This design comes from an exercise in tuning for small area, a short achievable clock period and few clock cycles per item on the open sky130 flow, not from production work. The RTL was checked by simulation tests, not by an equivalence proof against the original design.

==> design.v <==
module sha256 (
    input  wire         clk,
    input  wire         reset,
    input  wire         start,
    input  wire [15:0]  data_in,
    output wire         ready,
    output wire [127:0] hash_out
);
    localparam [31:0] IV0 = 32'h6a09e667, IV1 = 32'hbb67ae85, IV2 = 32'h3c6ef372, IV3 = 32'ha54ff53a;
    localparam [31:0] IV4 = 32'h510e527f, IV5 = 32'h9b05688c, IV6 = 32'h1f83d9ab, IV7 = 32'h5be0cd19;
    localparam [31:0] CA = 32'hfc08884d, CE = 32'h98c7e2a2;
    function [31:0] kconst;
        input [5:0] i;
        begin
            case (i)
            6'd0: kconst = 32'h428a2f98;  6'd1: kconst = 32'h71374491;
            6'd2: kconst = 32'hb5c0fbcf;  6'd3: kconst = 32'he9b5dba5;
            6'd4: kconst = 32'h3956c25b;  6'd5: kconst = 32'h59f111f1;
            6'd6: kconst = 32'h923f82a4;  6'd7: kconst = 32'hab1c5ed5;
            6'd8: kconst = 32'hd807aa98;  6'd9: kconst = 32'h12835b01;
            6'd10: kconst = 32'h243185be; 6'd11: kconst = 32'h550c7dc3;
            6'd12: kconst = 32'h72be5d74; 6'd13: kconst = 32'h80deb1fe;
            6'd14: kconst = 32'h9bdc06a7; 6'd15: kconst = 32'hc19bf174;
            6'd16: kconst = 32'he49b69c1; 6'd17: kconst = 32'hefbe4786;
            6'd18: kconst = 32'h0fc19dc6; 6'd19: kconst = 32'h240ca1cc;
            6'd20: kconst = 32'h2de92c6f; 6'd21: kconst = 32'h4a7484aa;
            6'd22: kconst = 32'h5cb0a9dc; 6'd23: kconst = 32'h76f988da;
            6'd24: kconst = 32'h983e5152; 6'd25: kconst = 32'ha831c66d;
            6'd26: kconst = 32'hb00327c8; 6'd27: kconst = 32'hbf597fc7;
            6'd28: kconst = 32'hc6e00bf3; 6'd29: kconst = 32'hd5a79147;
            6'd30: kconst = 32'h06ca6351; 6'd31: kconst = 32'h14292967;
            6'd32: kconst = 32'h27b70a85; 6'd33: kconst = 32'h2e1b2138;
            6'd34: kconst = 32'h4d2c6dfc; 6'd35: kconst = 32'h53380d13;
            6'd36: kconst = 32'h650a7354; 6'd37: kconst = 32'h766a0abb;
            6'd38: kconst = 32'h81c2c92e; 6'd39: kconst = 32'h92722c85;
            6'd40: kconst = 32'ha2bfe8a1; 6'd41: kconst = 32'ha81a664b;
            6'd42: kconst = 32'hc24b8b70; 6'd43: kconst = 32'hc76c51a3;
            6'd44: kconst = 32'hd192e819; 6'd45: kconst = 32'hd6990624;
            6'd46: kconst = 32'hf40e3585; 6'd47: kconst = 32'h106aa070;
            6'd48: kconst = 32'h19a4c116; 6'd49: kconst = 32'h1e376c08;
            6'd50: kconst = 32'h2748774c; 6'd51: kconst = 32'h34b0bcb5;
            6'd52: kconst = 32'h391c0cb3; 6'd53: kconst = 32'h4ed8aa4a;
            6'd54: kconst = 32'h5b9cca4f; 6'd55: kconst = 32'h682e6ff3;
            6'd56: kconst = 32'h748f82ee; 6'd57: kconst = 32'h78a5636f;
            6'd58: kconst = 32'h84c87814; 6'd59: kconst = 32'h8cc70208;
            6'd60: kconst = 32'h90befffa; 6'd61: kconst = 32'ha4506ceb;
            6'd62: kconst = 32'hbef9a3f7;
            default: kconst = 32'h177fcb71;
            endcase
        end
    endfunction
    function [31:0] rotr;
        input [31:0] x;
        input integer n;
        begin
            rotr = (x >> n) | (x << (32 - n));
        end
    endfunction
    function [31:0] s0;
        input [31:0] x;
        begin
            s0 = rotr(x, 7) ^ rotr(x, 18) ^ (x >> 3);
        end
    endfunction
    function [31:0] s1;
        input [31:0] x;
        begin
            s1 = rotr(x, 17) ^ rotr(x, 19) ^ (x >> 10);
        end
    endfunction
    function [31:0] S0;
        input [31:0] x;
        begin
            S0 = rotr(x, 2) ^ rotr(x, 13) ^ rotr(x, 22);
        end
    endfunction
    function [31:0] S1;
        input [31:0] x;
        begin
            S1 = rotr(x, 6) ^ rotr(x, 11) ^ rotr(x, 25);
        end
    endfunction
    function [63:0] csa;
        input [31:0] x, y, z;
        reg   [31:0] c;
        begin
            c = (x & y) | (x & z) | (y & z);
            csa = {c[30:0], 1'b0, x ^ y ^ z};
        end
    endfunction
    reg [31:0] a, b, c, d, e, f, g, h;
    reg [31:0] w [0:15];       
    reg [5:0]  t;              
    reg        busy;
    wire last = (t == 6'd63);
    wire [31:0] kt  = kconst(t);
    wire [31:0] s1e = S1(e);
    wire [31:0] che = (e & f) | (~e & g);
    wire [31:0] s0a = S0(a);
    wire [31:0] mja = (a & b) | (a & c) | (b & c);
    wire [63:0] r0 = csa(h, kt, w[0]);             
    wire [63:0] e1 = csa(d, r0[31:0], r0[63:32]);
    wire [63:0] e2 = csa(s1e, che, e1[31:0]);
    wire [63:0] e3 = csa(e2[31:0], e2[63:32], e1[63:32]);
    wire [31:0] e_new = e3[31:0] + e3[63:32];
    wire [63:0] a1 = csa(s1e, che, s0a);
    wire [63:0] a2 = csa(mja, r0[31:0], r0[63:32]);
    wire [63:0] a3 = csa(a1[31:0], a1[63:32], a2[31:0]);
    wire [63:0] a4 = csa(a3[31:0], a3[63:32], a2[63:32]);
    wire [31:0] a_new = a4[31:0] + a4[63:32];
    wire [63:0] m1 = csa(s1(w[14]), w[9], s0(w[1]));
    wire [63:0] m2 = csa(m1[31:0], m1[63:32], w[0]);
    wire [31:0] w_new = m2[31:0] + m2[63:32];
    wire [31:0] w0  = {data_in, 16'h8000};
    wire [31:0] a_0 = CA + w0;
    wire [31:0] e_0 = CE + w0;
    wire go = start & ~busy;
    assign ready    = ~busy;
    assign hash_out = {e, f, g, h};
    integer i;
    always @(posedge clk or posedge reset) begin
        if (reset) begin
            busy <= 1'b0;
            e <= IV4; f <= IV5; g <= IV6; h <= IV7;
        end else if (go) begin
            busy <= 1'b1;
            e <= e_0; f <= IV4; g <= IV5; h <= IV6;
        end else if (busy) begin
            if (last) begin
                busy <= 1'b0;
                e <= e_new;         
                f <= e + IV5;
                g <= f + IV6;
                h <= g + IV7;
            end else begin
                e <= e_new; f <= e; g <= f; h <= g;
            end
        end
    end
    always @(posedge clk) begin
        if (go) begin
            t <= 6'd1;
            a <= a_0; b <= IV0; c <= IV1; d <= IV2;
            for (i = 0; i < 14; i = i + 1) w[i] <= 32'd0;
            w[14] <= {16'h0000, data_in};    
            w[15] <= w0;                     
        end else begin
            t <= t + 6'd1;
            a <= a_new; b <= a; c <= b; d <= c;
            for (i = 0; i < 15; i = i + 1) w[i] <= w[i + 1];
            w[15] <= w_new;
        end
    end
endmodule
module sha128_simple (
    input  wire         CLK,
    input  wire [15:0]  DATA_IN,
    input  wire         RESET,
    input  wire         START,
    output wire         READY,
    output wire [127:0] DATA_OUT
);
    sha256 sha256_comp (
        .clk      (CLK),
        .reset    (RESET),
        .start    (START),
        .data_in  (DATA_IN),
        .ready    (READY),
        .hash_out (DATA_OUT)
    );
endmodule
==> run.sh <==
#!/bin/bash
# synth_recipe.tcl (not shown) runs the flow's synth.tcl, then flattens the netlist and writes it again
# the make line also repeats each setting of config.mk as NAME=value (left out here)
make -C /OpenROAD-flow-scripts/flow DESIGN_CONFIG=/design/flow/config.mk WORK_HOME=/design/flow/orfs CLKGATE_MAP_FILE= SYNTH_SCRIPT=/design/flow/synth_recipe.tcl finish
==> config.mk <==
export PLATFORM = sky130hd
export DESIGN_NAME = sha128_simple
export DESIGN_NICKNAME = sha128_simple
export VERILOG_FILES = /design/flow/design.v
export SDC_FILE = /design/flow/constraint.sdc
export NUM_CORES = 4
export LEC_CHECK = 0
export CAP_MARGIN = 20
export CORE_MARGIN = 2
export CORE_UTILIZATION = 40
export PLACE_DENSITY = 0.6
export SLEW_MARGIN = 20
==> constraint.sdc <==
create_clock -name core_clock -period 13.0 [get_ports {CLK}]
set_input_delay 2.6000 -clock core_clock [delete_from_list [all_inputs] [get_ports {CLK}]]
set_output_delay 2.6000 -clock core_clock [all_outputs]
set_load 0.01 [all_outputs]
==> reports/qor.yml <==
floorplan:
  io-pin-count: 148
  design.core.area_um2: 106000
  start_util_pct: 40.4
  rows: 119
  fp.dieH_um: 331
  fp.dieArea_um2: 109000
  die_w_um: 331
cts:
  cts_made_buffers: 87
  cts_max_level: 3
  cts.repair.resized: 0
  cts_hold_buf: 0
  cts.sinks: 807
  postCtsSetupRepairBufs: 0
  cts_buffer_depth: 3
  clk_pin_slew_ns: 0.06
  clkLatencyLatePin_ns: 0.68
  clockRootBuffer: "clkbuf_16"
  cts_tree: "built"
critical_path:
  slowest_delay_ns: 0.68
  crit_fanout: 80
  crit_path_frequent_cell: "buf_4"
  setup.worst_path.end_class: "register"
  cpMaxStageDelayCell: "o21ai_1"
  worstPathCellList: "buf_4, inv_2, buf_4, nor2_4, buf_4, or2_2, inv_2, buf_4, nand2_1, o21ai_1, nor2_1, a22oi_1, nor2_1, a21oi_1"
  crit_type: "in2reg"
  required_ns: 13.60
  start_kind: "primary input"
  worstPathArrival_ns: 6.68
synthesis:
  synth_edf_count: 0
  synth_area_um2: 42700
  synth_fp_nets: 4778
  yosysTopAreaCell: "dfxtp_1"
  synth_warnings: 2
  synth.top_cell.area_share_pct: 31.8
  postSynthAreaPerCell_um2: 9.86
  ys_ff_latch: 807
  yosysSeqAreaShare_pct: 39.5
  synth_cells: 4335
  synth_most_common_cell: "dfxtp_1"
  synthDistinctLibCells: 95
  async_reset_ff_share_pct: 16.0
  yosys-top-cells-count: "dfxtp_1, and2_1, xnor2_1"
  yosys-top-cells-area: "dfxtp_1, fa_1, and2_1"
  synth-main-ff-cell: "dfxtp_1"
timing:
  rsz0062_at_grt: "false"
  finalSetupViolCount: 0
  hold_viol: 0
  min_period_ns: 6.09
  setup-tns-final_ns: 0
  slew_viol_final: 0
  fin_hold_ws_ns: 0.400
  max-slew-margin-rel_pct: 27.9
  worst_slack_ns: 6.91
  tightest_slew_ns: 1.08
  fin_worst_skew_ns: 0.0322
  period_share_pct: 46.8
  max_clock_freq_mhz: 164
place:
  dp_cells: 5631
  io_buffers: 147
  dp_hpwl_um: 97100
  place_area_um2: 45100
  gp_congestion: 0.926
  preCtsSetupSlack_ns: 6.24
route:
  vias_per_cell: 5.27
  ant_nets: 0
  drt-pass1-iter-count: 6
  drc: 0
  via_count: 30500
  routed_wirelength_um: 129000
  drt_iter0_drc: 3345
  wire_per_inst_um: 22.3
cells_and_area:
  drive_gt1_share_pct: 7.10
  nets: 4772
  final_cell_area_um2: 48100
  syn2layout_area_growth_pct: 12.6
  final_cells: 5789
global_route:
  antenna_found_initial: 2
  grt_pass1_vias: 28900
  grt_pass1_wl_um: 192000
  gr-total-overflow: 0
  grt_max_degree: 297
  groute.usage.overall_pct: 23.7
run_status:
  run_status: "timing/DRC/antenna clean"
run:
  maxCapViolations: 0
worst_hold_path:
  hold_path.class: "reg2reg"
## kinds of logic after synthesis
kind of cell,Yosys count,share of synthesized area (%)
XOR/XNOR,447,9.16
adder cells (fa/ha/maj),453,18.4
buffers and inverters,510,4.60
AO/OA/AOI/OAI,744,10.8
multiplexers,41,1.07
flip-flops,807,39.5
AND/OR/NAND/NOR,1333,16.5
## flip-flops by register name, summed over array words and instances (netlist names)
name              flops
sha256_comp.t         6
sha256_comp.a        32
sha256_comp.busy      1
sha256_comp.d        32
sha256_comp.e        32
sha256_comp.b        32
sha256_comp.h        32
sha256_comp.kt       32
sha256_comp.g        32
sha256_comp.f        32
sha256_comp.w       512
sha256_comp.c        32
## worst max-delay path: cells and delay by family
kind	cells	cell delay [ns]
compound gates	3	1.02
simple gates	5	1.06
buf+inv	6	1.93
## cell usage in the layout, fill, tap and decap left out, types with 41 or more instances in the layout
master             n
nand2_1          267
nor2_1           177
and2_1           516
xor2_1            96
dfxtp_1          678
clkbuf_16         87
xnor2_1          351
dfstp_2           63
a21o_1            41
nand2b_1          74
inv_1            235
a21oi_1          246
nand3_1           83
fa_1             301
ha_1             123
o21ai_0          194
dfrtp_1           65
nor3_1            99
clkdlybuf4s50_1  146
## metal layers
metal | up-vias | GRT usage [%] | part of all wire (%)
met3 | 212 | 4.32 | 7.8
met4 | 0 | 7.35 | 3.0
met5 | - | 0 | 0
met2 | 1172 | 34.4 | 42
met1 | 14900 | 35.5 | 47
li1 | 14200 | - | -
## stage by stage
stage               util (%)
floorplan                  -
global placement        42.7
detailed placement      42.7
CTS                     45.5
global route            45.5
finish                  45.5
## worst paths after layout
kind,start,endpoint,slack (ns),depth (start not counted)
worst max-delay path,START,sha256_comp.kt[18]$_DFF_P_,6.91,14
worst min-delay path,sha256_comp.w[2][26]$_SDFF_PP0_,sha256_comp.w[1][26]$_SDFF_PP0_,0.40,1
worst max register to register,sha256_comp.e[27]$_DFFE_PP0P_,sha256_comp.a[28]$_DFF_P_,7.07,19
worst min register to register,sha256_comp.w[2][26]$_SDFF_PP0_,sha256_comp.w[1][26]$_SDFF_PP0_,0.40,1
max in group asynchronous,RESET,sha256_comp.busy$_DFF_PP0_,9.24,3
min in group asynchronous,RESET,sha256_comp.g[4]$_DFFE_PP0P_,2.41,2
## cell type report
| cell class | instances | area (um2) |
|---|---|---|
| clock buffer | 124 | 2490 |
| antenna | 2 | 5.00 |
| multi-input combinational | 3018 | 23900 |
| fill | 9966 | 57600 |
| timing repair buffer | 173 | 1680 |
| tap | 1391 | 1740 |
| inverter | 242 | 913 |
| clock inverter | 32 | 497 |
| sequential | 807 | 16900 |
Testbench counts, summed over its fixed seeds: cycles 16,384, hashes 256.

## port drivers added, routing unchanged
The results above use ideal ports. As a check the final layout listed here was re-extracted and re-timed, cells and wires unchanged. Step 1 assumes that a clkbuf_16 drives the clock port and a buf_2 every other input. Step 2, shift: input delay + t, output delay - t, t = (earliest + latest rising clock arrival at the registers) / 2. This alone moves slack from input paths to output paths. a / b / c = ideal ports / drivers / drivers and shift; a / b = the first two.
t, ns: 0.726
setup WS [ns]: 6.915 / 6.951 / 6.225
worst data-port slew with drivers (ns): 0.04
After both steps this run still meets setup and hold. The setup slack of this run moves by +0.036 ns with the drivers and by -0.690 ns with both steps.
